Background: an optimization exercise with open tools, aiming at small area. Do not read the settings as production practice.
In this exercise RTL edits were held to simulation tests only and were not proved equivalent to the original.

==> design/flow/design.v <==
`timescale 1ns / 1ps
module Modu_BPU(
	clk,Iter,blockIndex,Parallel_degree,Init_Flag_BPU_M,Init_Flag_BPU_L,initBeta,Alpha_In_BPU,
	data_In_BPU,
	q_up,
	betaValueOut_next,Le_sys,Le_par,D
	);
	input clk;
	input [3:0] Iter;
	input [2:0] blockIndex;
	input [3:0] Parallel_degree;
	input Init_Flag_BPU_M;
	input Init_Flag_BPU_L;
	input [79:0] initBeta;
	input [79:0] Alpha_In_BPU;
	input [21:0] data_In_BPU;
	input [3:0] q_up;
	output [79:0] betaValueOut_next;
	output [7:0] Le_sys;
	output [7:0] Le_par;
	output D;
	function [13:0] add14;
		input [13:0] a;
		input [13:0] b;
		input ci;
		integer i;
		reg c;
		begin
			c = ci;
			for (i = 0; i < 14; i = i + 1) begin
				add14[i] = a[i] ^ b[i] ^ c;
				c = (a[i] & b[i]) | (c & (a[i] ^ b[i]));
			end
		end
	endfunction
	function [13:0] sx10;
		input [9:0] v;
		begin
			sx10 = {{4{v[9]}}, v};
		end
	endfunction
	function [13:0] sx11;
		input [10:0] v;
		begin
			sx11 = {{3{v[10]}}, v};
		end
	endfunction
	function [13:0] sx12;
		input [11:0] v;
		begin
			sx12 = {{2{v[11]}}, v};
		end
	endfunction
	function carry13;
		input [12:0] a;
		input [12:0] b;
		input integer n;
		integer i;
		reg c;
		begin
			c = 1'b1;
			for (i = 0; i < 13; i = i + 1)
				if (i < n)
					c = (a[i] & ~b[i]) | (c & (a[i] | ~b[i]));
			carry13 = c;
		end
	endfunction
	function [10:0] emax;
		input [10:0] a;
		input [10:0] b;
		begin
			emax = (a[10] ^ ~b[10] ^ carry13({2'b00, a}, {2'b00, b}, 11)) ? b : a;
		end
	endfunction
	function [11:0] qmax;
		input [11:0] a;
		input [11:0] b;
		begin
			qmax = (a[11] ^ ~b[11] ^ carry13({2'b00, a}, {2'b00, b}, 11)) ? b : a;
		end
	endfunction
	function [11:0] qmaxf;
		input [11:0] a;
		input [11:0] b;
		reg [11:0] d;
		begin
			d = a - b;
			qmaxf = d[11] ? b : a;
		end
	endfunction
	function [9:0] sat10;
		input [11:0] v;
		begin
			if (v[11:9] == 3'b000 || v[11:9] == 3'b111)
				sat10 = v[9:0];
			else
				sat10 = v[11] ? 10'h200 : 10'h1ff;
		end
	endfunction
	function [7:0] scale_sat;
		input [12:0] x;
		reg [13:0] mag, t1, t2;
		reg [7:0] t;
		reg big, sat_p, sat_n;
		begin
			mag = x[12] ? add14(~{x[12], x}, 14'd0, 1'b1) : {x[12], x};
			big = |mag[13:9];
			t1 = add14({7'd0, mag[8:2]}, {8'd0, mag[8:3]}, 1'b0);
			t2 = add14(t1, ~{11'd0, mag[8:6]}, 1'b1);
			t = t2[7:0];
			sat_p = big | t[7];
			sat_n = big | (t[7] & (|t[6:0]));
			if (x[12])
				scale_sat = sat_n ? 8'h80 : (~t + 8'd1);
			else
				scale_sat = sat_p ? 8'h7f : t;
		end
	endfunction
	reg [8:0] sa_r;    
	reg [6:0] par_r;   
	wire [13:0] sa_in = add14({{7{data_In_BPU[6]}}, data_In_BPU[6:0]}, {{6{data_In_BPU[21]}}, data_In_BPU[21:14]}, 1'b0);
	always @(posedge clk) begin
		sa_r  <= sa_in[8:0];
		par_r <= data_In_BPU[13:7];
	end
	wire [13:0] g0f = add14({{5{sa_r[8]}}, sa_r}, {{7{par_r[6]}}, par_r}, 1'b0);    
	wire [13:0] g1f = add14({{5{sa_r[8]}}, sa_r}, ~{{7{par_r[6]}}, par_r}, 1'b1);   
	reg [79:0] Breg;
	wire [9:0] B0 = Breg[9:0],   B1 = Breg[19:10], B2 = Breg[29:20], B3 = Breg[39:30];
	wire [9:0] B4 = Breg[49:40], B5 = Breg[59:50], B6 = Breg[69:60], B7 = Breg[79:70];
	function [10:0] cn;
		input [9:0] b;
		input [9:0] n;
		reg [13:0] d;
		begin
			d = add14(sx10(b), ~sx10(n), 1'b1);
			cn = d[10:0];
		end
	endfunction
	wire [10:0] C0 = cn(B0, B1), C2 = cn(B2, B1), C3 = cn(B3, B1), C4 = cn(B4, B1);
	wire [10:0] C5 = cn(B5, B1), C6 = cn(B6, B1), C7 = cn(B7, B1);
	function [9:0] bfly;
		input [10:0] ci;
		input [10:0] cj;
		input [9:0] g;
		input neg;
		reg [13:0] gp, gn, t1, t2;
		begin
			gp = neg ? ~sx10(g) : sx10(g);
			gn = neg ? sx10(g) : ~sx10(g);
			t1 = add14(sx11(ci), gp, neg);
			t2 = add14(sx11(cj), gn, ~neg);
			bfly = sat10((t1[11] ^ ~t2[11] ^ carry13({1'b0, t1[11:0]}, {1'b0, t2[11:0]}, 12)) ? t2[11:0] : t1[11:0]);
		end
	endfunction
	assign betaValueOut_next = {
		bfly(C6, C7,    g0f[9:0], 1'b0),   
		bfly(C4, C5,    g1f[9:0], 1'b0),   
		bfly(C2, C3,    g1f[9:0], 1'b1),   
		bfly(C0, 11'd0, g0f[9:0], 1'b1),   
		bfly(C6, C7,    g0f[9:0], 1'b1),   
		bfly(C4, C5,    g1f[9:0], 1'b1),   
		bfly(C2, C3,    g1f[9:0], 1'b0),   
		bfly(C0, 11'd0, g0f[9:0], 1'b0)    
	};
	wire init_any = Init_Flag_BPU_L == 1 || Init_Flag_BPU_M == 1;
	wire init_zero = (Iter==0 && Init_Flag_BPU_L==1'b0 && Init_Flag_BPU_M==1'b1)
		|| (q_up == 1 && blockIndex<Parallel_degree-1 && Iter==0 && Init_Flag_BPU_L==1'b1 && Init_Flag_BPU_M==1'b0);
	always @(posedge clk) begin
		if (init_any)
			Breg <= init_zero ? 80'd0 : initBeta;
		else
			Breg <= betaValueOut_next;
	end
	function [10:0] ab;
		input [9:0] a;
		input [9:0] b;
		reg [13:0] s;
		begin
			s = add14(sx10(a), sx10(b), 1'b0);
			ab = s[10:0];
		end
	endfunction
	wire [9:0] A0 = Alpha_In_BPU[9:0],   A1 = Alpha_In_BPU[19:10], A2 = Alpha_In_BPU[29:20], A3 = Alpha_In_BPU[39:30];
	wire [9:0] A4 = Alpha_In_BPU[49:40], A5 = Alpha_In_BPU[59:50], A6 = Alpha_In_BPU[69:60], A7 = Alpha_In_BPU[79:70];
	reg [10:0] M1, M2, M3, M4, M5, M6, M7, M8;
	reg [8:0] sa_1;
	reg [6:0] par_1;
	always @(posedge clk) begin
		M1 <= emax(ab(A0,B0), ab(A4,B1));
		M2 <= emax(ab(A1,B2), ab(A5,B3));
		M3 <= emax(ab(A6,B4), ab(A2,B5));
		M4 <= emax(ab(A7,B6), ab(A3,B7));
		M5 <= emax(ab(A4,B0), ab(A0,B1));
		M6 <= emax(ab(A5,B2), ab(A1,B3));
		M7 <= emax(ab(A2,B4), ab(A6,B5));
		M8 <= emax(ab(A3,B6), ab(A7,B7));
		sa_1 <= sa_r;
		par_1 <= par_r;
	end
	function [11:0] addo;
		input [10:0] m;
		input [11:0] o;
		reg [13:0] s;
		begin
			s = add14(sx11(m), sx12(o), 1'b0);
			addo = s[11:0];
		end
	endfunction
	function [11:0] subo;
		input [10:0] m;
		input [11:0] o;
		reg [13:0] s;
		begin
			s = add14(sx11(m), ~sx12(o), 1'b1);
			subo = s[11:0];
		end
	endfunction
	wire [11:0] px = {{5{par_1[6]}}, par_1};
	wire [11:0] sx = {{3{sa_1[8]}}, sa_1};
	reg [11:0] Fs1, Fs2, Fp1, Fp2;
	reg [8:0] sa_2;
	always @(posedge clk) begin
		Fs1 <= qmaxf(qmax(addo(M1, px), subo(M2, px)), qmax(subo(M3, px), addo(M4, px)));
		Fs2 <= qmaxf(qmax(subo(M5, px), addo(M6, px)), qmax(addo(M7, px), subo(M8, px)));
		Fp1 <= qmaxf(qmax(addo(M1, sx), subo(M6, sx)), qmax(subo(M7, sx), addo(M4, sx)));
		Fp2 <= qmaxf(qmax(subo(M5, sx), addo(M2, sx)), qmax(addo(M3, sx), subo(M8, sx)));
		sa_2 <= sa_1;
	end
	wire [13:0] les_f = add14(sx12(Fs1), ~sx12(Fs2), 1'b1);
	wire [13:0] lep_f = add14(sx12(Fp1), ~sx12(Fp2), 1'b1);
	wire [13:0] d_t = add14(les_f, {{4{sa_2[8]}}, sa_2, 1'b0}, 1'b0);
	reg [12:0] les_r, lep_r;
	reg [1:0] d_pipe;
	always @(posedge clk) begin
		les_r <= les_f[12:0];
		lep_r <= lep_f[12:0];
		d_pipe <= {d_pipe[0], d_t[13]};
	end
	assign D = d_pipe[1];
	reg [31:0] les_pipe, lep_pipe;
	always @(posedge clk) begin
		les_pipe <= {les_pipe[23:0], scale_sat(les_r)};
		lep_pipe <= {lep_pipe[23:0], scale_sat(lep_r)};
	end
	assign Le_sys = les_pipe[31:24];
	assign Le_par = lep_pipe[31:24];
endmodule
==> design/flow/flow/run.sh <==
#!/bin/bash
# The standard layout, with the port buffers taken from the smallest
# buffer cell instead of the one buffer_ports picks by default.
set -e
export BUFFER_PORTS_ARGS="-buffer_cell sky130_fd_sc_hd__buf_1"
bash standard.sh > standard.log 2>&1
==> design/flow/standard.sh <==
#!/bin/bash
# synth_recipe.tcl (not shown) runs the flow's synth.tcl, then flattens the netlist and writes it again
# the make line also repeats each setting of config.mk as NAME=value (left out here)
make -C /OpenROAD-flow-scripts/flow DESIGN_CONFIG=/design/flow/config.mk WORK_HOME=/design/flow/orfs CLKGATE_MAP_FILE= SYNTH_SCRIPT=/design/flow/synth_recipe.tcl "${@:-finish}"
==> design/flow/config.mk <==
export PLATFORM = sky130hd
export DESIGN_NAME = Modu_BPU
export DESIGN_NICKNAME = Modu_BPU
export VERILOG_FILES = /design/flow/design.v
export SDC_FILE = /design/flow/constraint.sdc
export NUM_CORES = 4
export LEC_CHECK = 0
export ABC_AREA = 1
export CAP_MARGIN = 20
export CORE_MARGIN = 2
export CORE_UTILIZATION = 60
export CTS_BUF_LIST = sky130_fd_sc_hd__clkbuf_8
export PLACE_DENSITY = 0.75
export SETUP_SLACK_MARGIN = 0.15
export SLEW_MARGIN = 20
==> design/flow/constraint.sdc <==
create_clock -name core_clock -period 10.0 [get_ports {clk}]
set_input_delay 2.0000 -clock core_clock [delete_from_list [all_inputs] [get_ports {clk}]]
set_output_delay 2.0000 -clock core_clock [all_outputs]
set_load 0.01 [all_outputs]
==> results of run 1 <==
[repair_timing]
action | CTS | global route
hold endpoints to repair | 0 | 0
gates resized for setup | 9 | 62
pin swaps | 0 | 11
setup buffers | 0 | 21
setup endpoints to repair | 25 | 72
cloned | 0 | 2
[registers in the layout, indices dropped and copies added (netlist names), 11 cells and up]
| register | cells |
|---|---|
| Fs2 | 12 |
| les_pipe | 32 |
| les_r | 13 |
| M4 | 11 |
| Fp1 | 12 |
| M1 | 11 |
| lep_r | 13 |
| M7 | 11 |
| M2 | 11 |
| Fp2 | 12 |
| lep_pipe | 32 |
| M3 | 11 |
| M5 | 11 |
| M6 | 11 |
| Breg | 80 |
| M8 | 11 |
| Fs1 | 12 |
[synth_stat cells, types with 2 or more instances]
master / count
nand2_4: 2
o211ai_1: 10
nand4_1: 5
nor3_1: 10
o221a_2: 3
nand2_2: 59
buf_6: 4
or2_2: 15
o21ai_2: 2
nand2_1: 1135
nor2_1: 68
o21bai_4: 7
nand3b_1: 15
fa_1: 576
or2_1: 5
buf_4: 23
xor2_1: 12
o31ai_1: 2
ha_1: 207
o21ai_0: 245
dfxtp_1: 349
a22oi_1: 23
xnor2_1: 14
inv_2: 8
o21a_1: 7
a22o_1: 8
nand3_2: 12
clkbuf_1: 46
a2111oi_0: 2
o41ai_1: 3
o221ai_1: 13
a211oi_1: 2
nand3_1: 305
inv_1: 1017
o22a_1: 7
o22ai_1: 45
a31oi_1: 3
buf_2: 14
a21oi_1: 70
o21bai_1: 9
o21ai_1: 23
[per-stage QoR]
stage / setup slack, ns / hold slack, ns / instance area (um2) / instances
finish: 0.401 / 0.320 / 39100 / 5534
CTS: 0.163 / 0.322 / 38700 / 5508
detailed placement: 0.744 / 0.312 / 37200 / 5396
floorplan: 1.61 / 0.310 / 35400 / 4395
global route: 0.0783 / 0.327 / 39100 / 5532
global placement: 0.831 / 0.310 / 37200 / 5396
[logic make-up (layout without fill, tap and decap cells)]
family                     Yosys count  after routing  share of synthesized area (%)
AOI/OAI and AO/OA                  488            488                           8.18
xor gates and xnor gates            26             26                          0.642
adders and majority gates          783            783                           39.8
buffers and inverters             1114           1475                           12.2
DFF                                349            349                           19.7
other                                0              3                              0
and+or+nand+nor                   1635           1637                           19.5
[worst max-delay path, cell delays in order (launching register included)]
cell	delay, ns
dfxtp_2	0.34
clkinvlp_4	0.15
buf_4	0.18
fa_1	0.44
fa_1	0.39
fa_1	0.55
inv_1	0.08
fa_1	0.44
fa_1	0.40
fa_1	0.39
fa_1	0.39
fa_1	0.39
fa_1	0.39
fa_1	0.41
fa_1	0.55
nor2_1	0.06
a21oi_1	0.11
nand2_1	0.08
nand2_2	0.09
nand2_2	0.08
nand2_1	0.21
nand2_4	0.09
nand2_1	0.06
nand2_1	0.10
o21bai_4	0.29
nand2_1	0.14
buf_1	0.14
[how the worst max path moves through the flow]
stage / to / depth (start not counted) / slack (ns)
floorplan: betaValueOut_next[50] / 26 / 1.61
global placement: betaValueOut_next[41] / 24 / 0.83
detailed placement: betaValueOut_next[41] / 27 / 0.74
CTS: betaValueOut_next[40] / 24 / 0.16
global route: betaValueOut_next[13] / 27 / 0.08
finish: betaValueOut_next[24] / 26 / 0.40
[layer usage]
layer | vias up | part of all wire (%) | track usage [%]
li1 | 14000 | - | -
met1 | 13600 | 39 | 44.2
met2 | 1165 | 47 | 58.2
met3 | 268 | 7.8 | 6.24
met4 | 6 | 6.2 | 18.6
met5 | - | 0.030 | 0
[cell type report]
| class | instances | area, um2 |
|---|---|---|
| clock inverters | 37 | 443 |
| inverters | 1026 | 3850 |
| well taps | 773 | 967 |
| multi-input cells | 2934 | 24300 |
| flip-flops and latches | 349 | 6990 |
| diodes | 3 | 7.51 |
| fillers | 5006 | 19600 |
| clock buffers | 75 | 1030 |
| repair buffers | 337 | 1440 |
==> qor.csv, run 1 <==
metric,value,unit
status,"complete, no violations",
cts_hold_buffers,0,
path_class,flip-flop to primary output,
h-tree-depth,2,
track_usage,35.2,%
crit_required,8.00,ns
nNetsFinal,5691,
mostFrequentLayoutCell,nand2_1,
synth.top_cell.area_share,32.5,%
grt_overflow_total,0,
worstPathMaxFanout,9,
grt_start_max_net_pins,78,
syn_nets,5378,
period_needed,9.60,ns
relSlewSlack,20.0,%
cts.clk_slew.worst_paths,0.07,ns
antenna_found_initial,5,
routed_wirelength,105000,um
r2r_start,par_1[0],
min-delay-start,les_pipe[10],
async_reset_ff_share,0,%
ant_nets,0,
hold_class,flip-flop to flip-flop,
clock_latency,0.70,ns
crit_start,Breg[11],
ys_seq_area_share,19.7,%
cts_root_buf,clkbuf_8,
io_buffers,296,
vias,29000,
drc,0,
dr.pass1.iters,6,
layout-drive-gt1-share,6.18,%
slew_viol_final,0,
rsz0062_at_grt,true,
drt-initial-drc-count,1831,
die_area,61000,um2
synth.area.top_cells,"fa_1 33%, dfxtp_1 20%, nand2_1 12%",
synth_cell_types,51,
hold_depth,0,
crit_arrival,7.60,ns
cap_violations,0,
critPathCaptureType,primary output,
ys_warn_count,1,
wire_per_inst,19.0,um
period_share,96.0,%
fmax,104,MHz
final_util,66.6,%
syn2layout_area_growth,10.2,%
setup_viol,0,
r2r_cells,28,
rrSetupSlack,1.32,ns
core,58700,um2
synthCells,4395,
hold_viol,0,
cts_buffer_depth,3,
synth-edff-count,0,
synth.cell_area,35400,um2
pin_count,297,
finalClockSkew,0.0405,ns
cts_buffers,60,
first_global_vias,28300,
grt_pass1_wl,160000,um
die_w,247,um
gp_congestion,1.04,
rows,89,
start_util,60.4,%
final_cell_mix,"1124 x nand2_1, 1024 x inv_1, 564 x fa_1",
yosys.area.top_type,fa_1,
tightest_slew,1.19,ns
hpwl,91300,um
min_to,les_pipe[18],
r2r-end,Fs1[4],
avgViaCountPerCell,5.24,
syn_avg_cell_area,8.07,um2
ys.flop_type,dfxtp_1,
yosys_register_bits,349,
start_kind,flip-flop,
cts_tree,yes,
tns,0,ns
clkSinkCount,349,
die_h,247,um
==> run 2, diff against run 1 <==
--- a/design/flow/design.v
+++ b/design/flow/design.v
@@ -65,6 +65,19 @@
 			carry13 = c;
 		end
 	endfunction
+	function carry4;
+		input [3:0] a;
+		input [3:0] b;
+		input ci;
+		integer i;
+		reg c;
+		begin
+			c = ci;
+			for (i = 0; i < 4; i = i + 1)
+				c = (a[i] & ~b[i]) | (c & (a[i] | ~b[i]));
+			carry4 = c;
+		end
+	endfunction
 	function [10:0] emax;
 		input [10:0] a;
 		input [10:0] b;
@@ -82,10 +95,16 @@
 	function [11:0] qmaxf;
 		input [11:0] a;
 		input [11:0] b;
-		reg [11:0] d;
-		begin
-			d = a - b;
-			qmaxf = d[11] ? b : a;
+		reg c4, c8_0, c8_1, c8, c11_0, c11_1, c11;
+		begin
+			c4 = carry13({9'd0, a[3:0]}, {9'd0, b[3:0]}, 4);
+			c8_0 = carry4(a[7:4], b[7:4], 1'b0);
+			c8_1 = carry4(a[7:4], b[7:4], 1'b1);
+			c8 = c4 ? c8_1 : c8_0;
+			c11_0 = carry4({a[10:8], 1'b1}, {b[10:8], 1'b1}, 1'b0);
+			c11_1 = carry4({a[10:8], 1'b1}, {b[10:8], 1'b1}, 1'b1);
+			c11 = c8 ? c11_1 : c11_0;
+			qmaxf = (a[11] ^ ~b[11] ^ c11) ? b : a;
 		end
 	endfunction
 	function [9:0] sat10;
@@ -229,13 +248,25 @@
 	end
 	wire [13:0] les_f = add14(sx12(Fs1), ~sx12(Fs2), 1'b1);
 	wire [13:0] lep_f = add14(sx12(Fp1), ~sx12(Fp2), 1'b1);
-	wire [13:0] d_t = add14(les_f, {{4{sa_2[8]}}, sa_2, 1'b0}, 1'b0);
+	function sgn_add;
+		input [13:0] a;
+		input [13:0] b;
+		integer i;
+		reg c;
+		begin
+			c = 1'b0;
+			for (i = 0; i < 13; i = i + 1)
+				c = (a[i] & b[i]) | (c & (a[i] | b[i]));
+			sgn_add = a[13] ^ b[13] ^ c;
+		end
+	endfunction
+	wire d_sign = sgn_add(les_f, {{4{sa_2[8]}}, sa_2, 1'b0});
 	reg [12:0] les_r, lep_r;
 	reg [1:0] d_pipe;
 	always @(posedge clk) begin
 		les_r <= les_f[12:0];
 		lep_r <= lep_f[12:0];
-		d_pipe <= {d_pipe[0], d_t[13]};
+		d_pipe <= {d_pipe[0], d_sign};
 	end
 	assign D = d_pipe[1];
 	reg [31:0] les_pipe, lep_pipe;
--- a/design/flow/config.mk
+++ b/design/flow/config.mk
@@ -8,8 +8,7 @@
 export ABC_AREA = 1
 export CAP_MARGIN = 20
 export CORE_MARGIN = 2
-export CORE_UTILIZATION = 60
-export CTS_BUF_LIST = sky130_fd_sc_hd__clkbuf_8
-export PLACE_DENSITY = 0.75
-export SETUP_SLACK_MARGIN = 0.15
+export CORE_UTILIZATION = 75
+export PLACE_DENSITY = 0.85
+export SETUP_SLACK_MARGIN = 0.1
 export SLEW_MARGIN = 20
==> run 2 against run 1 <==
  * Clock-buffer cell count decreased by 30
  * Global-route usage up 11 points
  * Critical endpoint is now betaValueOut_next[10]
  * Cell area shrank 3.2%
  * Still clean
  * Clock skew grew 0.025 ns
==> qor.csv, run 2 <==
metric,value,unit
status,"complete, no violations",
track_usage,46.2,%
period_needed,9.63,ns
tightest_slew,1.17,ns
gp_congestion,1.04,
async_reset_ff_share,0,%
mostFrequentLayoutCell,nand2_1,
h-tree-depth,2,
die_h,219,um
cap_violations,0,
grt_overflow_total,0,
hold_depth,0,
max_stage_delay,0.61,ns
synth.top_cell.area_share,33.7,%
min-delay-start,les_pipe[2],
nNetsFinal,5453,
grt_start_max_net_pins,82,
grt_pass1_wl,164000,um
wire_per_inst,21.0,um
core,45500,um2
ys_seq_area_share,20.1,%
rsz0062_at_grt,false,
synth.most_common_cell,nand2_1,
start_kind,flip-flop,
start_util,76.3,%
period_share,96.3,%
cts_hold_buffers,0,
drc,0,
relSlewSlack,21.3,%
regMostFlops,Breg,
vias,29900,
crit_end,betaValueOut_next[10],
clkSinkCount,349,
largest_reg_flops,80,
synth.area.top_cells,"fa_1 34%, dfxtp_1 20%, nand2_1 12%",
fmax,104,MHz
slew_viol_final,0,
synthCells,4240,
ys.flop_type,dfxtp_1,
crit_arrival,7.63,ns
worstPathMaxFanout,18,
crit_required,8.00,ns
setup_viol,0,
crit_top_cell,fa_1,
finalClockSkew,0.0651,ns
hold_viol,0,
final_area,37800,um2
r2r-end,Fp1[10],
avgViaCountPerCell,5.83,
hpwl,87300,um
die_w,219,um
yosys.area.top_type,fa_1,
reg_top3,"Breg: 80 flops, lep_pipe: 32 flops, les_pipe: 32 flops",
routed_wirelength,108000,um
final_cell_mix,"1096 x nand2_1, 979 x inv_1, 581 x fa_1",
cp_slowest_cell,fa_2,
die_area,48000,um2
first_global_vias,30200,
synth_cell_types,57,
synth_common_cells,"1109 x nand2_1, 984 x inv_1, 584 x fa_1",
syn_avg_cell_area,8.19,um2
syn2layout_area_growth,8.91,%
synth.cell_area,34700,um2
critPathCaptureType,primary output,
cts_tree,yes,
r2r_cells,27,
syn_nets,5186,
tns,0,ns
fillCellCount,2891,
path_class,flip-flop to primary output,
rrSetupSlack,2.32,ns
r2r_start,sa_1[0],
pin_count,297,
io_buffers,296,
clock_latency,0.64,ns
cts_buffer_depth,3,
layout-drive-gt1-share,4.74,%
crit_start,sa_r[0],
synth-edff-count,0,
hold_class,flip-flop to flip-flop,
cts_buffers,38,
drt-initial-drc-count,3343,
multi_input_area,23600,um2
rows,78,
ant_nets,0,
yosys_register_bits,349,
cts_root_buf,clkbuf_16,
dr.pass1.iters,9,
cts.clk_slew.worst_paths,0.06,ns
area.sequential,6990,um2
antenna_found_initial,5,
placed_area,36100,um2
ys_warn_count,1,
-- run 2: critical path, delay by kind of cell (launching register included) --
family	cells	cell delay [ns]
adder cells (fa/ha/maj)	12	4.50
buffers and inverters	7	0.90
AND/OR/NAND/NOR	8	0.87
AO/OA/AOI/OAI	2	0.42
flip-flops	1	0.33
-- run 2: layout make-up --
cell class                      instances  share of cell area (%)
Multi-Input combinational cell       2805                    62.3
Sequential cell                       349                    18.5
Timing Repair Buffer                  319                    3.43
Inverter                              994                    9.91
Clock buffer                           45                    2.66
Clock inverter                         25                    1.18
Antenna cell                            3                  0.0199
Tap cell                              600                    1.99
-- run 2: per-layer routing --
| metal | global-route usage, % | wire length [um] | up-vias |
|---|---|---|---|
| li1 | - | - | 13300 |
| met1 | 54.6 | 36600 | 14000 |
| met2 | 73.5 | 48700 | 2053 |
| met3 | 11.0 | 12300 | 578 |
| met4 | 35.1 | 10100 | 4 |
| met5 | 0 | 27 | - |
-- run 2: per-stage QoR --
stage | hold slack, ns | setup slack (ns) | utilization (%) | std cells
detailed placement | 0.313 | 0.607 | 79.5 | 5060
global placement | 0.309 | 0.912 | 79.5 | 5060
floorplan | 0.310 | 1.56 | - | 4240
global route | 0.330 | 0.0952 | 83.1 | 5139
finish | 0.326 | 0.367 | 83.1 | 5140
CTS | 0.327 | 0.106 | 82.8 | 5132
-- run 2: cell families (layout without fill, tap and decap cells) --
group,after synthesis,count (layout),synth area share (%)
adders and majority gates,747,747,39.6
DFF,349,349,20.1
AOI/OAI and AO/OA,515,515,8.80
muxes,8,8,0.245
other,0,3,0
and+or+nand+nor,1503,1503,18.1
buffers and inverters,1086,1383,12.3
xor gates and xnor gates,32,32,0.808
-- run 2: worst min path at each step --
stage,to,slack [ns]
6_report,les_pipe[10],0.33
5_1_grt,les_pipe[10],0.33
4_1_cts,lep_pipe[23],0.33
3_5_place_dp,lep_pipe[21],0.31
3_3_place_gp,lep_pipe[27],0.31
2_1_floorplan,d_pipe[1],0.31
-- run 2: repair_timing --
action / CTS / global route
resized for setup: 3 / 32
gates cloned: 0 / 0
endpoints found under the setup margin: 27 / 72
setup buffers: 2 / 5
==> run 3, diff against run 2 <==
--- a/design/flow/design.v
+++ b/design/flow/design.v
@@ -33,6 +33,14 @@
 			end
 		end
 	endfunction
+	function [13:0] add14d;
+		input [13:0] a;
+		input [13:0] b;
+		input ci;
+		begin
+			add14d = ~add14(~a, ~b, ~ci);
+		end
+	endfunction
 	function [13:0] sx10;
 		input [9:0] v;
 		begin
@@ -137,7 +145,7 @@
 	endfunction
 	reg [8:0] sa_r;    
 	reg [6:0] par_r;   
-	wire [13:0] sa_in = add14({{7{data_In_BPU[6]}}, data_In_BPU[6:0]}, {{6{data_In_BPU[21]}}, data_In_BPU[21:14]}, 1'b0);
+	wire [13:0] sa_in = add14d({{7{data_In_BPU[6]}}, data_In_BPU[6:0]}, {{6{data_In_BPU[21]}}, data_In_BPU[21:14]}, 1'b0);
 	always @(posedge clk) begin
 		sa_r  <= sa_in[8:0];
 		par_r <= data_In_BPU[13:7];
@@ -196,7 +204,7 @@
 		input [9:0] b;
 		reg [13:0] s;
 		begin
-			s = add14(sx10(a), sx10(b), 1'b0);
+			s = add14d(sx10(a), sx10(b), 1'b0);
 			ab = s[10:0];
 		end
 	endfunction
@@ -222,7 +230,7 @@
 		input [11:0] o;
 		reg [13:0] s;
 		begin
-			s = add14(sx11(m), sx12(o), 1'b0);
+			s = add14d(sx11(m), sx12(o), 1'b0);
 			addo = s[11:0];
 		end
 	endfunction
@@ -231,7 +239,7 @@
 		input [11:0] o;
 		reg [13:0] s;
 		begin
-			s = add14(sx11(m), ~sx12(o), 1'b1);
+			s = add14d(sx11(m), ~sx12(o), 1'b1);
 			subo = s[11:0];
 		end
 	endfunction
==> run 3 against run 2 <==
  * Largest cell class unchanged
  * Highest routed layer unchanged
  * Maximum frequency is 0.27% lower
  * Clock-buffer cell count grew 4
==> qor.csv, run 3 <==
metric,value,unit
dr.pass1.iters,9,
synthCells,4082,
synth.most_common_cell,nand2_1,
min_to,les_pipe[22],
antenna_found_initial,4,
start_util,76.2,%
vias,29000,
pin_count,297,
grt_pass1_wl,158000,um
worstPathMaxFanout,14,
cts_hold_buffers,0,
final_area,36700,um2
hold_viol,0,
tns,0,ns
syn2layout_area_growth,8.63,%
hpwl,85400,um
mostFrequentLayoutCell,nand2_1,
finalClockSkew,0.0312,ns
h-tree-depth,2,
first_global_vias,29200,
synth.cell_area,33800,um2
cts_tree,yes,
period_needed,9.66,ns
rrSetupSlack,1.93,ns
cts.clk_slew.worst_paths,0.07,ns
synth_common_cells,"1116 x nand2_1, 845 x inv_1, 575 x fa_1",
io_buffers,296,
track_usage,45.1,%
placed_area,35200,um2
synth-edff-count,0,
avgViaCountPerCell,5.84,
status,"complete, no violations",
setup_viol,0,
period_share,96.6,%
r2r-end,Fp1[10],
cts_root_buf,clkbuf_16,
final_cell_mix,"1104 x nand2_1, 841 x inv_1, 573 x fa_1",
ys_seq_area_share,20.7,%
r2r_cells,29,
cts_buffers,37,
nNetsFinal,5282,
syn_nets,5019,
core,44300,um2
r2r_start,sa_1[0],
hold_class,flip-flop to flip-flop,
largest_reg_flops,80,
wire_per_inst,20.9,um
regMostFlops,Breg,
layout_setup_ws,0.340,ns
hold_depth,0,
cts_buffer_depth,3,
fmax,104,MHz
clock_latency,0.59,ns
fillCellCount,2790,
final_util,82.7,%
rsz0062_at_grt,false,
slew_viol_final,0,
gp_congestion,1.06,
yosys.area.top_type,fa_1,
die_w,216,um
crit_required,8.00,ns
start_kind,flip-flop,
pre_cts_ws,0.726,ns
cap_violations,0,
synth.area.top_cells,"fa_1 34%, dfxtp_1 21%, nand2_1 12%",
die_area,46700,um2
path_class,flip-flop to primary output,
tightest_slew,1.09,ns
synth.top_cell.area_share,34.1,%
layoutNonFillerInstCount,4969,
critPathCaptureType,primary output,
min-delay-start,les_pipe[14],
ant_nets,0,
grt_overflow_total,0,
synth_cell_types,52,
layout-drive-gt1-share,3.91,%
relSlewSlack,26.3,%
drt-initial-drc-count,3266,
ys.flop_type,dfxtp_1,
crit_arrival,7.66,ns
dpl.cell_count,4893,
clkSinkCount,349,
syn_avg_cell_area,8.27,um2
ys_warn_count,1,
rows,77,
drc,0,
grt_start_max_net_pins,68,
yosys_register_bits,349,
die_h,216,um
routed_wirelength,104000,um
async_reset_ff_share,0,%
reg_top3,"Breg: 80 flops, lep_pipe: 32 flops, les_pipe: 32 flops",
## run 3: cell count changes in the layout (fill, tap and decap cells not counted), sizes merged, moves of 12 or more
cell | before | now
inv | 993 | 851
nand2 | 1156 | 1135
nand3 | 230 | 218
nor2 | 69 | 86
## run 3: layer usage
layer,routed length (um),up-vias,global-route usage [%],share of wire [%]
met5,40,-,0,0.038
met4,9690,6,33.1,9.3
met3,10600,544,9.87,10
met2,47800,1937,73.5,46
met1,36000,13600,52.9,35
li1,-,13000,-,-
## run 3: cells by family (layout without fill, tap and decap cells)
kind of cell	count (synthesis)	after routing	synth area share [%]
adder cells (fa/ha/maj)	746	746	40.4
AO/OA/AOI/OAI	512	512	8.89
AND/OR/NAND/NOR	1491	1491	18.0
XOR/XNOR	30	30	0.778
buffers and inverters	947	1239	11.0
other	0	3	0
multiplexers	7	7	0.219
flip-flops	349	349	20.7
## run 3: worst max path at each step
stage	cells after the start	to	startpoint	slack (ns)
floorplan	24	betaValueOut_next[50]	Breg[11]	1.53
global placement	26	betaValueOut_next[40]	Breg[10]	0.92
detailed placement	27	betaValueOut_next[22]	Breg[10]	0.73
CTS	26	betaValueOut_next[42]	Breg[11]	0.11
global route	29	betaValueOut_next[35]	sa_r[0]	0.07
finish	27	betaValueOut_next[42]	Breg[11]	0.34
## run 3: layout make-up
type                    count  area (um2)  area share [%]
multi-input cells        2786       23100            63.1
repair buffers            318        1290            3.51
flip-flops and latches    349        6990            19.1
clock buffers              49        1040            2.85
clock inverters            19         246           0.672
well taps                 592         741            2.02
diodes                      3        7.51          0.0205
inverters                 853        3210            8.76
## run 3: timing repair
item | in CTS | in global routing
cloned | 0 | 0
setup endpoints to repair | 6 | 72
endpoints found under the hold margin | 0 | 0
buffers inserted | 0 | 5
resized for setup | 5 | 23
## run 3: worst max-delay path, cell delays in order, from the launching register on
cell and delay (ns):
dfxtp_2 0.40, clkinvlp_4 0.10, buf_4 0.18, buf_12 0.14
fa_1 0.43, fa_1 0.40, fa_1 0.41, fa_1 0.40
fa_1 0.40, fa_1 0.40, fa_1 0.37, inv_1 0.08
fa_1 0.45, inv_1 0.10, fa_1 0.16, inv_1 0.05
fa_1 0.37, fa_1 0.53, a21oi_1 0.08, o21ai_0 0.26
nand3b_1 0.16, nand2_4 0.17, inv_1 0.15, nand2_1 0.11
a21oi_1 0.06, or2_2 0.37, nand2_1 0.17, buf_1 0.18
## run 3: metrics by stage
stage | hold slack (ns)
after global placement | 0.310
after detailed placement | 0.312
after global routing | 0.331
final | 0.325
after floorplan | 0.310
after CTS | 0.324
==> run 4, diff against run 3 <==
--- a/design/flow/config.mk
+++ b/design/flow/config.mk
@@ -6,9 +6,9 @@
 export NUM_CORES = 4
 export LEC_CHECK = 0
 export ABC_AREA = 1
-export CAP_MARGIN = 20
+export CAP_MARGIN = 10
 export CORE_MARGIN = 2
 export CORE_UTILIZATION = 75
 export PLACE_DENSITY = 0.85
-export SETUP_SLACK_MARGIN = 0.1
-export SLEW_MARGIN = 20
+export SETUP_SLACK_MARGIN = 0.05
+export SLEW_MARGIN = 10
==> run 4 against run 3 <==
  * Still clean
  * Via count shrank 0.41%
  * Critical path depth is the same
  * Sequential share of layout area is essentially flat
  * Synthesized area is the same
  * Maximum frequency shrank 0.48%
  * Critical path type unchanged
==> qor.csv, run 4 <==
metric,value,unit
final_cell_mix,"1106 x nand2_1, 843 x inv_1, 575 x fa_1",
synth_cell_types,52,
yosys_register_bits,349,
nNetsFinal,5281,
vias,28900,
drt-initial-drc-count,3275,
synthCells,4082,
min-delay-start,les_pipe[14],
placed_area,35200,um2
yosys.area_share.adder,40.4,%
gp_congestion,1.06,
yosys.area_share.simple,18.0,%
start_util,76.2,%
area.sequential,6990,um2
start_kind,flip-flop,
cts_hold_buffers,0,
r2r-end,Fp1[10],
crit_required,8.00,ns
synth_top_family_by_area,adder cells,
setup_viol,0,
layout_setup_ws,0.293,ns
relSlewSlack,23.0,%
cts_buffer_depth,3,
ys_seq_area_share,20.7,%
grt_start_max_net_pins,68,
crit_arrival,7.71,ns
critPathCaptureType,primary output,
die_h,216,um
rsz0062_at_grt,true,
synth.cell_area,33800,um2
rrSetupSlack,2.02,ns
cts_buffers,37,
hold_viol,0,
period_needed,9.71,ns
hold_depth,0,
syn_nets,5019,
dr.pass1.iters,6,
clock_latency,0.58,ns
hpwl,85400,um
yosys.area.top_type,fa_1,
die_w,216,um
io_buffers,296,
synth_compound_area_share,8.89,%
multi_input_area,23100,um2
h-tree-depth,2,
rows,77,
pin_count,297,
synth_common_cells,"1116 x nand2_1, 845 x inv_1, 575 x fa_1",
track_usage,45.1,%
grt_overflow_total,0,
worstPathMaxFanout,20,
final_util,82.6,%
async_reset_ff_share,0,%
r2r_start,sa_1[0],
regMostFlops,Breg,
ys.flop_type,dfxtp_1,
first_global_vias,29200,
synth.top_cell.area_share,34.1,%
synth.most_common_cell,nand2_1,
avgViaCountPerCell,5.82,
fillCellCount,2803,
largest_reg_flops,80,
hold_class,flip-flop to flip-flop,
layout-drive-gt1-share,3.70,%
antenna_found_initial,4,
cts.clk_slew.worst_paths,0.06,ns
core,44300,um2
ys_warn_count,1,
r2r_cells,29,
status,"complete, no violations",
path_class,flip-flop to primary output,
cts_tree,yes,
drc,0,
final_area,36600,um2
synth_xor_area_share,0.778,%
synth-edff-count,0,
cts_root_buf,clkbuf_16,
wire_per_inst,21.0,um
mostFrequentLayoutCell,nand2_1,
period_share,97.1,%
clkSinkCount,349,
synth_mux_area_share,0.219,%
cap_violations,0,
dpl.cell_count,4893,
syn2layout_area_growth,8.49,%
synth.area.top_cells,"fa_1 34%, dfxtp_1 21%, nand2_1 12%",
tightest_slew,1.14,ns
die_area,46700,um2
min_to,les_pipe[22],
finalClockSkew,0.0310,ns
pre_cts_ws,0.726,ns
fmax,103,MHz
ant_nets,0,
layoutNonFillerInstCount,4967,
routed_wirelength,104000,um
reg_top3,"Breg: 80 flops, lep_pipe: 32 flops, les_pipe: 32 flops",
slew_viol_final,0,
fin_hold_ws,0.324,ns
syn_avg_cell_area,8.27,um2
grt_pass1_wl,158000,um
## run 4: worst max path at each step
stage,start,end,slack [ns]
final,Breg[11],betaValueOut_next[3],0.29
after global routing,sa_r[0],betaValueOut_next[20],-0.02
after CTS,Breg[11],betaValueOut_next[66],0.06
after detailed placement,Breg[10],betaValueOut_next[22],0.73
after global placement,Breg[10],betaValueOut_next[40],0.92
after floorplan,Breg[11],betaValueOut_next[50],1.53
## run 4: kinds of logic after synthesis
kind of cell | after synthesis
multiplexers | 7
flip-flops | 349
XOR/XNOR | 30
AND/OR/NAND/NOR | 1491
buffers and inverters | 947
AO/OA/AOI/OAI | 512
adder cells (fa/ha/maj) | 746
## run 4: stage by stage
| stage | setup TNS, ns |
|---|---|
| finish | 0 |
| global route | -0.0221 |
| CTS | 0 |
| detailed placement | 0 |
| global placement | 0 |
| floorplan | 0 |
## run 4: layout make-up
| class | count | area share (%) |
|---|---|---|
| multi-input cells | 2786 | 63.1 |
| flip-flops and latches | 349 | 19.1 |
| inverters | 853 | 8.76 |
| repair buffers | 317 | 3.50 |
| clock buffers | 49 | 2.85 |
| well taps | 592 | 2.02 |
| clock inverters | 19 | 0.673 |
| diodes | 2 | 0.0137 |
## run 4: timing repair
action / in CTS / in global routing
setup endpoints to repair: 1 / 70
setup buffers: 0 / 3
resized for setup: 1 / 19
## run 4: per-layer routing
layer  vias up  GRT usage (%)  routed length, um
met4         6           32.9               9290
met3       498           9.96              10900
met1     13500           52.9              35800
met2      1909           73.6              48100
li1      13000              -                  -
met5         -              0                 39
## run 4: critical path, cell delays in order (launching register included)
cell and delay [ns]:
dfxtp_2 0.40, clkinvlp_4 0.10, buf_4 0.19, buf_12 0.14, fa_1 0.43, fa_1 0.40, fa_1 0.41, fa_1 0.41
fa_1 0.56, inv_1 0.08, fa_1 0.42, fa_1 0.39, fa_1 0.39, fa_1 0.37, inv_1 0.07, fa_1 0.18
fa_1 0.45, nand2_1 0.09, nand3_1 0.07, nand2_1 0.10, nand2_1 0.11, nand2_1 0.08, nand2_1 0.33, nand2_1 0.16
nand2_1 0.10, o21bai_2 0.35, nand2_1 0.19, buf_1 0.16
==> run 5, diff against run 4 <==
--- a/design/flow/design.v
+++ b/design/flow/design.v
@@ -126,21 +126,21 @@
 	endfunction
 	function [7:0] scale_sat;
 		input [12:0] x;
+		reg sign, big, sat;
 		reg [13:0] mag, t1, t2;
-		reg [7:0] t;
-		reg big, sat_p, sat_n;
-		begin
-			mag = x[12] ? add14(~{x[12], x}, 14'd0, 1'b1) : {x[12], x};
-			big = |mag[13:9];
+		begin
+			sign = x[12];
+			big = sign ? ((x[11:9] != 3'b111) | (x[8:0] == 9'd0)) : (x[11:9] != 3'b000);
+			mag = sign ? add14({5'd0, ~x[8:0]}, 14'd0, 1'b1) : {5'd0, x[8:0]};
 			t1 = add14({7'd0, mag[8:2]}, {8'd0, mag[8:3]}, 1'b0);
-			t2 = add14(t1, ~{11'd0, mag[8:6]}, 1'b1);
-			t = t2[7:0];
-			sat_p = big | t[7];
-			sat_n = big | (t[7] & (|t[6:0]));
-			if (x[12])
-				scale_sat = sat_n ? 8'h80 : (~t + 8'd1);
-			else
-				scale_sat = sat_p ? 8'h7f : t;
+			t2 = add14(t1, {5'h1f, ~{3'd0, mag[8:6]}}, ~sign);
+			if (sign) begin
+				sat = big | (~t2[8] & t2[7]);
+				scale_sat = sat ? 8'h80 : ~t2[7:0];
+			end else begin
+				sat = big | t2[7];
+				scale_sat = sat ? 8'h7f : t2[7:0];
+			end
 		end
 	endfunction
 	reg [8:0] sa_r;    
--- a/design/flow/config.mk
+++ b/design/flow/config.mk
@@ -6,9 +6,9 @@
 export NUM_CORES = 4
 export LEC_CHECK = 0
 export ABC_AREA = 1
-export CAP_MARGIN = 10
+export CAP_MARGIN = 20
 export CORE_MARGIN = 2
 export CORE_UTILIZATION = 75
 export PLACE_DENSITY = 0.85
-export SETUP_SLACK_MARGIN = 0.05
-export SLEW_MARGIN = 10
+export SETUP_SLACK_MARGIN = 0.1
+export SLEW_MARGIN = 20
==> run 5 against run 4 <==
  * Largest cell class unchanged
  * Synthesized area barely moved
  * Synthesized cell count is 0.73% higher
  * Non-clock buffer count down 3
  * Clock-buffer cell count up 4
  * Flip-flop and latch count did not move
  * Register-to-register slack improved by 0.19 ns
  * Maximum frequency up 0.31%
  * Worst hold slack gained 0.0010 ns
  * Wire length shrank 1.9%
  * Final cell count up 0.64%
  * Critical endpoint is now betaValueOut_next[15]
  * Still clean on timing, DRC and antenna
  * Die area did not move
  * First-iteration DRC count grew 2.6%
==> qor.csv, run 5 <==
metric,value,unit
pin_count,297,
grt_start_max_net_pins,74,
nNetsFinal,5301,
track_usage,43.9,%
ys.flop_type,dfxtp_1,
h-tree-depth,2,
relSlewSlack,29.6,%
synth_cell_types,53,
synth.area.top_cells,"fa_1 34%, dfxtp_1 21%, nand2_1 12%",
synth.cell_area,33800,um2
tns,0,ns
largest_reg_flops,80,
rows,77,
critPathCaptureType,primary output,
hold_depth,0,
cap_violations,0,
synth.most_common_cell,nand2_1,
min-delay-start,lep_pipe[23],
layout-drive-gt1-share,3.75,%
first_global_vias,28700,
r2r_cells,34,
synth.top_cell.area_share,34.2,%
synth_common_cells,"1123 x nand2_1, 873 x inv_1, 577 x fa_1",
synthCells,4112,
die_area,46700,um2
ys_warn_count,1,
rrSetupSlack,2.21,ns
start_util,76.2,%
final_cell_mix,"1113 x nand2_1, 869 x inv_1, 574 x fa_1",
cts.clk_slew.worst_paths,0.07,ns
regMostFlops,Breg,
dr.pass1.iters,8,
wire_per_inst,20.4,um
rsz0062_at_grt,true,
die_h,216,um
worstPathMaxFanout,20,
cts_root_buf,clkbuf_16,
hold_viol,0,
die_w,216,um
crit_required,8.00,ns
fillCellCount,2843,
start_kind,flip-flop,
path_class,flip-flop to primary output,
setup_viol,0,
r2r_start,par_1[0],
cts_hold_buffers,0,
io_buffers,296,
cts_buffers,40,
antenna_found_initial,4,
syn_avg_cell_area,8.21,um2
drc,0,
r2r-end,Fs1[10],
grt_overflow_total,0,
gp_congestion,1.07,
drt-initial-drc-count,3361,
slew_viol_final,0,
status,"complete, no violations",
async_reset_ff_share,0,%
period_needed,9.68,ns
tightest_slew,1.04,ns
core,44300,um2
avgViaCountPerCell,5.84,
clock_latency,0.60,ns
hpwl,83700,um
clkSinkCount,349,
min_to,lep_pipe[31],
finalClockSkew,0.0412,ns
grt_pass1_wl,154000,um
fin_hold_ws,0.325,ns
cts_tree,yes,
routed_wirelength,102000,um
yosys_register_bits,349,
crit_arrival,7.68,ns
ant_nets,0,
cts_buffer_depth,3,
period_share,96.8,%
fmax,103,MHz
ys_seq_area_share,20.7,%
reg_top3,"Breg: 80 flops, lep_pipe: 32 flops, les_pipe: 32 flops",
hold_class,flip-flop to flip-flop,
yosys.area.top_type,fa_1,
synth-edff-count,0,
syn_nets,5041,
vias,29200,
syn2layout_area_growth,8.60,%
mostFrequentLayoutCell,nand2_1,
==> run 5: cell count changes in the layout (fill, tap and decap cells not counted), sizes merged, moves of 5 or more <==
cell | previous run | this run
a21oi | 59 | 88
nand4 | 2 | 8
nand2 | 1135 | 1144
xor2 | 20 | 13
a31oi | 10 | 26
nand3 | 218 | 194
o21ai | 294 | 301
nand3b | 14 | 9
o22ai | 33 | 25
xnor2 | 10 | 4
inv | 852 | 879
o31ai | 1 | 14
o211ai | 26 | 20
ha | 162 | 152
==> run 5: kinds of logic (layout without fill, tap and decap cells) <==
kind of cell             count (synthesis)  after routing  synth area share, %
buffers and inverters                  975           1266                 11.4
XOR/XNOR                                17             17                0.441
multiplexers                             5              5                0.159
AND/OR/NAND/NOR                       1474           1474                 17.7
AO/OA/AOI/OAI                          558            558                 9.57
other                                    0              4                    0
flip-flops                             349            349                 20.7
adder cells (fa/ha/maj)                734            734                 40.0
==> run 5: repair_timing <==
action                                  4_1_cts  5_1_grt
gates resized for setup                       2       30
endpoints found under the setup margin       11       72
setup buffers                                 0        5
==> run 5: worst max-delay path, stage by stage (launching register included) <==
cell,delay (ns)
dfxtp_2,0.40
clkinvlp_4,0.24
buf_12,0.20
fa_1,0.42
fa_1,0.55
inv_1,0.07
fa_1,0.41
fa_1,0.40
fa_1,0.39
fa_1,0.40
fa_1,0.41
fa_1,0.40
fa_1,0.36
inv_1,0.08
fa_1,0.24
fa_1,0.47
o22a_1,0.18
nand2_1,0.07
a21o_1,0.12
nand3b_1,0.18
nand2_4,0.23
nand2_1,0.08
nand2_1,0.09
nand2_1,0.06
nand2_1,0.20
nand2_1,0.10
nand2_1,0.12
buf_1,0.17
==> run 5: worst max-delay path by stage <==
stage	end	from	cells past startpoint	slack [ns]
2_1_floorplan	betaValueOut_next[40]	Breg[11]	27	1.39
3_3_place_gp	betaValueOut_next[52]	Breg[10]	26	0.89
3_5_place_dp	betaValueOut_next[52]	Breg[10]	26	0.68
4_1_cts	betaValueOut_next[7]	Breg[11]	27	0.11
5_1_grt	betaValueOut_next[57]	Breg[11]	27	0.01
6_report	betaValueOut_next[15]	Breg[11]	27	0.32
==> run 5: stage by stage <==
| stage | std cells | instance area, um2 | utilization, % | setup slack [ns] |
|---|---|---|---|---|
| 2_1_floorplan | 4112 | 33800 | - | 1.39 |
| 3_3_place_gp | 4917 | 35200 | 79.3 | 0.886 |
| 3_5_place_dp | 4917 | 35200 | 79.3 | 0.679 |
| 4_1_cts | 4990 | 36500 | 82.4 | 0.111 |
| 5_1_grt | 4996 | 36600 | 82.7 | 0.0127 |
| 6_report | 4999 | 36700 | 82.7 | 0.323 |
==> run 5: final cells by class <==
| class | instances | area, um2 | area share, % |
|---|---|---|---|
| inverters | 879 | 3310 | 9.03 |
| well taps | 592 | 741 | 2.02 |
| multi-input cells | 2788 | 23000 | 62.8 |
| repair buffers | 314 | 1260 | 3.43 |
| flip-flops and latches | 349 | 6990 | 19.1 |
| clock buffers | 53 | 1150 | 3.14 |
| clock inverters | 20 | 186 | 0.509 |
| diodes | 4 | 10.0 | 0.0273 |
==> run 5: layer usage <==
layer / GRT usage, % / part of all wire [%] / up-vias
li1: - / - / 13100
met1: 54.2 / 36 / 13700
met2: 69.5 / 45 / 1949
met3: 8.58 / 11 / 507
met4: 32.0 / 8.9 / 2
met5: 0 / 0.011 / -
==> run 6, diff against run 5 <==
--- a/design/flow/design.v
+++ b/design/flow/design.v
@@ -124,14 +124,20 @@
 				sat10 = v[11] ? 10'h200 : 10'h1ff;
 		end
 	endfunction
-	function [7:0] scale_sat;
+	function big512;
 		input [12:0] x;
+		begin
+			big512 = x[12] ? ((x[11:9] != 3'b111) | (x[8:0] == 9'd0)) : (x[11:9] != 3'b000);
+		end
+	endfunction
+	function [7:0] scale_sat;
+		input [10:0] y;    
 		reg sign, big, sat;
 		reg [13:0] mag, t1, t2;
 		begin
-			sign = x[12];
-			big = sign ? ((x[11:9] != 3'b111) | (x[8:0] == 9'd0)) : (x[11:9] != 3'b000);
-			mag = sign ? add14({5'd0, ~x[8:0]}, 14'd0, 1'b1) : {5'd0, x[8:0]};
+			sign = y[10];
+			big = y[9];
+			mag = sign ? add14({5'd0, ~y[8:0]}, 14'd0, 1'b1) : {5'd0, y[8:0]};
 			t1 = add14({7'd0, mag[8:2]}, {8'd0, mag[8:3]}, 1'b0);
 			t2 = add14(t1, {5'h1f, ~{3'd0, mag[8:6]}}, ~sign);
 			if (sign) begin
@@ -155,40 +161,62 @@
 	reg [79:0] Breg;
 	wire [9:0] B0 = Breg[9:0],   B1 = Breg[19:10], B2 = Breg[29:20], B3 = Breg[39:30];
 	wire [9:0] B4 = Breg[49:40], B5 = Breg[59:50], B6 = Breg[69:60], B7 = Breg[79:70];
-	function [10:0] cn;
-		input [9:0] b;
+	function [10:0] gsub;
+		input [9:0] g;
 		input [9:0] n;
 		reg [13:0] d;
 		begin
-			d = add14(sx10(b), ~sx10(n), 1'b1);
-			cn = d[10:0];
+			d = add14(sx10(g), ~sx10(n), 1'b1);
+			gsub = d[10:0];
 		end
 	endfunction
-	wire [10:0] C0 = cn(B0, B1), C2 = cn(B2, B1), C3 = cn(B3, B1), C4 = cn(B4, B1);
-	wire [10:0] C5 = cn(B5, B1), C6 = cn(B6, B1), C7 = cn(B7, B1);
-	function [9:0] bfly;
-		input [10:0] ci;
-		input [10:0] cj;
+	function [10:0] gadd;
 		input [9:0] g;
-		input neg;
-		reg [13:0] gp, gn, t1, t2;
+		input [9:0] n;
+		reg [13:0] d;
+		begin
+			d = add14(sx10(g), sx10(n), 1'b0);
+			gadd = d[10:0];
+		end
+	endfunction
+	wire [9:0] g0 = g0f[9:0], g1 = g1f[9:0];
+	wire [10:0] G0p = gsub(g0, B1), G1p = gsub(g1, B1);
+	wire [10:0] H0 = gadd(g0, B1), H1 = gadd(g1, B1);
+	function [11:0] tp;
+		input [9:0] b;
+		input [10:0] gp;
+		reg [13:0] d;
+		begin
+			d = add14(sx10(b), sx11(gp), 1'b0);
+			tp = d[11:0];
+		end
+	endfunction
+	function [11:0] tm;
+		input [9:0] b;
+		input [10:0] h;
+		reg [13:0] d;
+		begin
+			d = add14(sx10(b), ~sx11(h), 1'b1);
+			tm = d[11:0];
+		end
+	endfunction
+	function [9:0] bmax;
+		input [11:0] t1;
+		input [11:0] t2;
 		begin
-			gp = neg ? ~sx10(g) : sx10(g);
-			gn = neg ? sx10(g) : ~sx10(g);
-			t1 = add14(sx11(ci), gp, neg);
-			t2 = add14(sx11(cj), gn, ~neg);
-			bfly = sat10((t1[11] ^ ~t2[11] ^ carry13({1'b0, t1[11:0]}, {1'b0, t2[11:0]}, 12)) ? t2[11:0] : t1[11:0]);
+			bmax = sat10((t1[11] ^ ~t2[11] ^ carry13({1'b0, t1}, {1'b0, t2}, 12)) ? t2 : t1);
 		end
 	endfunction
+	wire [13:0] n0f = add14(~sx10(g0), 14'd0, 1'b1);    
 	assign betaValueOut_next = {
-		bfly(C6, C7,    g0f[9:0], 1'b0),   
-		bfly(C4, C5,    g1f[9:0], 1'b0),   
-		bfly(C2, C3,    g1f[9:0], 1'b1),   
-		bfly(C0, 11'd0, g0f[9:0], 1'b1),   
-		bfly(C6, C7,    g0f[9:0], 1'b1),   
-		bfly(C4, C5,    g1f[9:0], 1'b1),   
-		bfly(C2, C3,    g1f[9:0], 1'b0),   
-		bfly(C0, 11'd0, g0f[9:0], 1'b0)    
+		bmax(tp(B6, G0p), tm(B7, H0)),    
+		bmax(tp(B4, G1p), tm(B5, H1)),    
+		bmax(tm(B2, H1), tp(B3, G1p)),    
+		bmax(tm(B0, H0), {{2{g0[9]}}, g0}),   
+		bmax(tm(B6, H0), tp(B7, G0p)),    
+		bmax(tm(B4, H1), tp(B5, G1p)),    
+		bmax(tp(B2, G1p), tm(B3, H1)),    
+		bmax(tp(B0, G0p), n0f[11:0])      
 	};
 	wire init_any = Init_Flag_BPU_L == 1 || Init_Flag_BPU_M == 1;
 	wire init_zero = (Iter==0 && Init_Flag_BPU_L==1'b0 && Init_Flag_BPU_M==1'b1)
@@ -269,11 +297,11 @@
 		end
 	endfunction
 	wire d_sign = sgn_add(les_f, {{4{sa_2[8]}}, sa_2, 1'b0});
-	reg [12:0] les_r, lep_r;
+	reg [10:0] les_r, lep_r;    
 	reg [1:0] d_pipe;
 	always @(posedge clk) begin
-		les_r <= les_f[12:0];
-		lep_r <= lep_f[12:0];
+		les_r <= {les_f[12], big512(les_f[12:0]), les_f[8:0]};
+		lep_r <= {lep_f[12], big512(lep_f[12:0]), lep_f[8:0]};
 		d_pipe <= {d_pipe[0], d_sign};
 	end
 	assign D = d_pipe[1];
==> run 6 against run 5 <==
  * Now fails the layout checks on setup timing
  * First-iteration DRC count up 8.8%
  * Maximum frequency down 3.3%
  * Clock skew down 0.0067 ns
  * Die area down 2.2%
  * Setup slack worse by 0.33 ns
  * Synthesized cell count down 0.29%
  * Worst hold slack worse by 0.0064 ns
  * Core utilization up 1.5 points
  * Wire length up 4.8%
  * Highest routed layer unchanged
==> qor.csv, run 6 <==
metric,value,unit
status,failed layout checks,
so.violations,setup timing,
relSlewSlack,42.2,%
cts_buffers,37,
synth-edff-count,0,
antenna_found_initial,7,
layoutNonFillerInstCount,4992,
hpwl,82200,um
r2r_start,sa_1[1],
first_global_vias,28900,
cap_violations,0,
syn_nets,4991,
finalClockSkew,0.0345,ns
hold_depth,0,
clkSinkCount,345,
hold_viol,0,
io_buffers,296,
avgViaCountPerCell,5.99,
grt_overflow_total,0,
drt-initial-drc-count,3657,
layout_setup_ws,-0.00384,ns
fmax,100,MHz
synth.most_common_cell,nand2_1,
dr.pass1.iters,9,
worstPathMaxFanout,9,
cp_top_family,adder cells,
grt_pass1_wl,153000,um
synth.area.top_cells,"fa_1 33%, dfxtp_1 21%, nand2_1 13%",
worst-path-buf-inv,7,
slew_viol_final,0,
rrSetupSlack,2.40,ns
synth_common_cells,"1176 x nand2_1, 855 x inv_1, 543 x fa_1",
track_usage,45.4,%
path_class,flip-flop to primary output,
tightest_slew,0.865,ns
clock_latency,0.61,ns
syn_avg_cell_area,8.05,um2
cts_root_buf,clkbuf_16,
die_area,45700,um2
final_cell_mix,"1118 x nand2_1, 838 x inv_1, 503 x fa_1",
r2r-end,Fp1[9],
grt_start_max_net_pins,67,
h-tree-depth,2,
wire_per_inst,21.4,um
synth.cell_area,33000,um2
layout-drive-gt1-share,7.40,%
period_needed,10.00,ns
dpl.cell_count,4899,
nNetsFinal,5268,
async_reset_ff_share,0,%
start_util,76.3,%
hold_class,flip-flop to flip-flop,
rsz0062_at_grt,true,
critPathCaptureType,primary output,
pin_count,297,
crit_arrival,8.00,ns
setup_viol,1,
ys_seq_area_share,20.9,%
vias,29900,
cts_buffer_depth,3,
period_share,100,%
cts.clk_slew.worst_paths,0.06,ns
regMostFlops,Breg,
min_to,lep_pipe[10],
ys.flop_type,dfxtp_1,
drc,0,
rows,76,
min-delay-start,lep_pipe[2],
crit_required,8.00,ns
die_w,214,um
yosys.area.top_type,fa_1,
synth.top_cell.area_share,32.9,%
yosys_register_bits,345,
die_h,214,um
routed_wirelength,107000,um
synth_cell_types,48,
reg_top3,"Breg: 80 flops, lep_pipe: 32 flops, les_pipe: 32 flops",
ant_nets,0,
fin_hold_ws,0.319,ns
cts_hold_buffers,0,
r2r_cells,36,
crit_start,sa_r[0],
gp_congestion,1.08,
cts_tree,yes,
syn2layout_area_growth,10.4,%
max_stage_delay,0.66,ns
largest_reg_flops,80,
synthCells,4100,
mostFrequentLayoutCell,nand2_1,
final_area,36400,um2
cp_slowest_cell,fa_2,
start_kind,flip-flop,
core,43300,um2
ys_warn_count,1,
placed_area,34400,um2
==> run 6: changes by cell type in the layout (fill, tap and decap cells not counted), sizes merged, moves of 34 or more <==
cell / previous run / this run
buf: 314 / 277
clkbuf: 53 / 94
nand2: 1144 / 1210
fa: 577 / 543
nand3: 194 / 233
==> run 6: area by class of cell <==
cell class                 count  area (um2)
timing repair buffer         321        1410
multi-input combinational   2812       22900
sequential                   345        6910
antenna                        4        10.0
clock buffer                  50        1060
inverter                     860        3230
fill                        2577        6840
tap                          585         732
clock inverter                15         179
==> run 6: worst max path at each step <==
stage / to / slack [ns] / cells after the start
finish: betaValueOut_next[56] / -0.004 / 31
global route: betaValueOut_next[56] / -0.23 / 31
CTS: betaValueOut_next[50] / 0.1 / 31
detailed placement: betaValueOut_next[41] / 0.17 / 26
global placement: betaValueOut_next[42] / 0.42 / 26
floorplan: betaValueOut_next[50] / 1.17 / 29
==> run 6: what timing repair did <==
action | 4_1_cts | 5_1_grt
gates cloned | 0 | 14
buffers inserted | 0 | 10
gates resized for setup | 28 | 195
pin swaps | 1 | 34
endpoints found under the setup margin | 72 | 72
==> run 6: cell families (layout without fill, tap and decap cells) <==
logic type	Yosys count	after routing	share of synthesized area (%)
and+or+nand+nor	1572	1581	19.4
buffers and inverters	956	1246	11.4
adders and majority gates	697	697	38.7
AOI/OAI and AO/OA	505	509	8.86
DFF	345	345	20.9
xor gates and xnor gates	18	18	0.478
muxes	7	7	0.224
other	0	4	0
==> run 6: through the flow <==
step	setup WS, ns	TNS [ns]	utilization [%]
after detailed placement	0.170	0	79.6
after global placement	0.425	0	79.6
after floorplan	1.17	0	-
after CTS	0.0989	0	82.6
final	-0.00384	-0.00384	84.2
after global routing	-0.230	-3.73	84.2
==> run 6: routing by layer <==
metal  wire length (um)  global-route usage, %  part of all wire, %
met1              35100                   51.3                   33
met2              49100                   74.4                   46
met3              12300                   11.1                   12
met4              10500                   35.2                  9.8
met5                 42                      0                0.039

[port drivers added, routing unchanged]
The results above use ideal ports. As a check the final layouts listed here were re-extracted and re-timed, cells and wires unchanged.
Step 1, drivers: a clkbuf_16 drives clk and a buf_2 each remaining input, both assumed.
Step 2 also shifts input and output timing later by t, the mid clock arrival at the registers, as if the neighbouring blocks saw the same clock.
a / b / c = ideal ports / drivers / drivers and shift; a / b = the first two.
run	shift t [ns]	slack for setup (ns)	pins driven straight from the clock port
run 1	0.742	0.401 / 0.340 / 1.082	1
run 2	0.667	0.367 / 0.303 / 0.970	1
run 3	0.633	0.340 / 0.279 / 0.912	1
run 4	0.630	0.293 / 0.232 / 0.862	1
run 5	0.640	0.323 / 0.260 / 0.900	1
run 6	0.655	-0.004 / -0.070 / 0.585	1
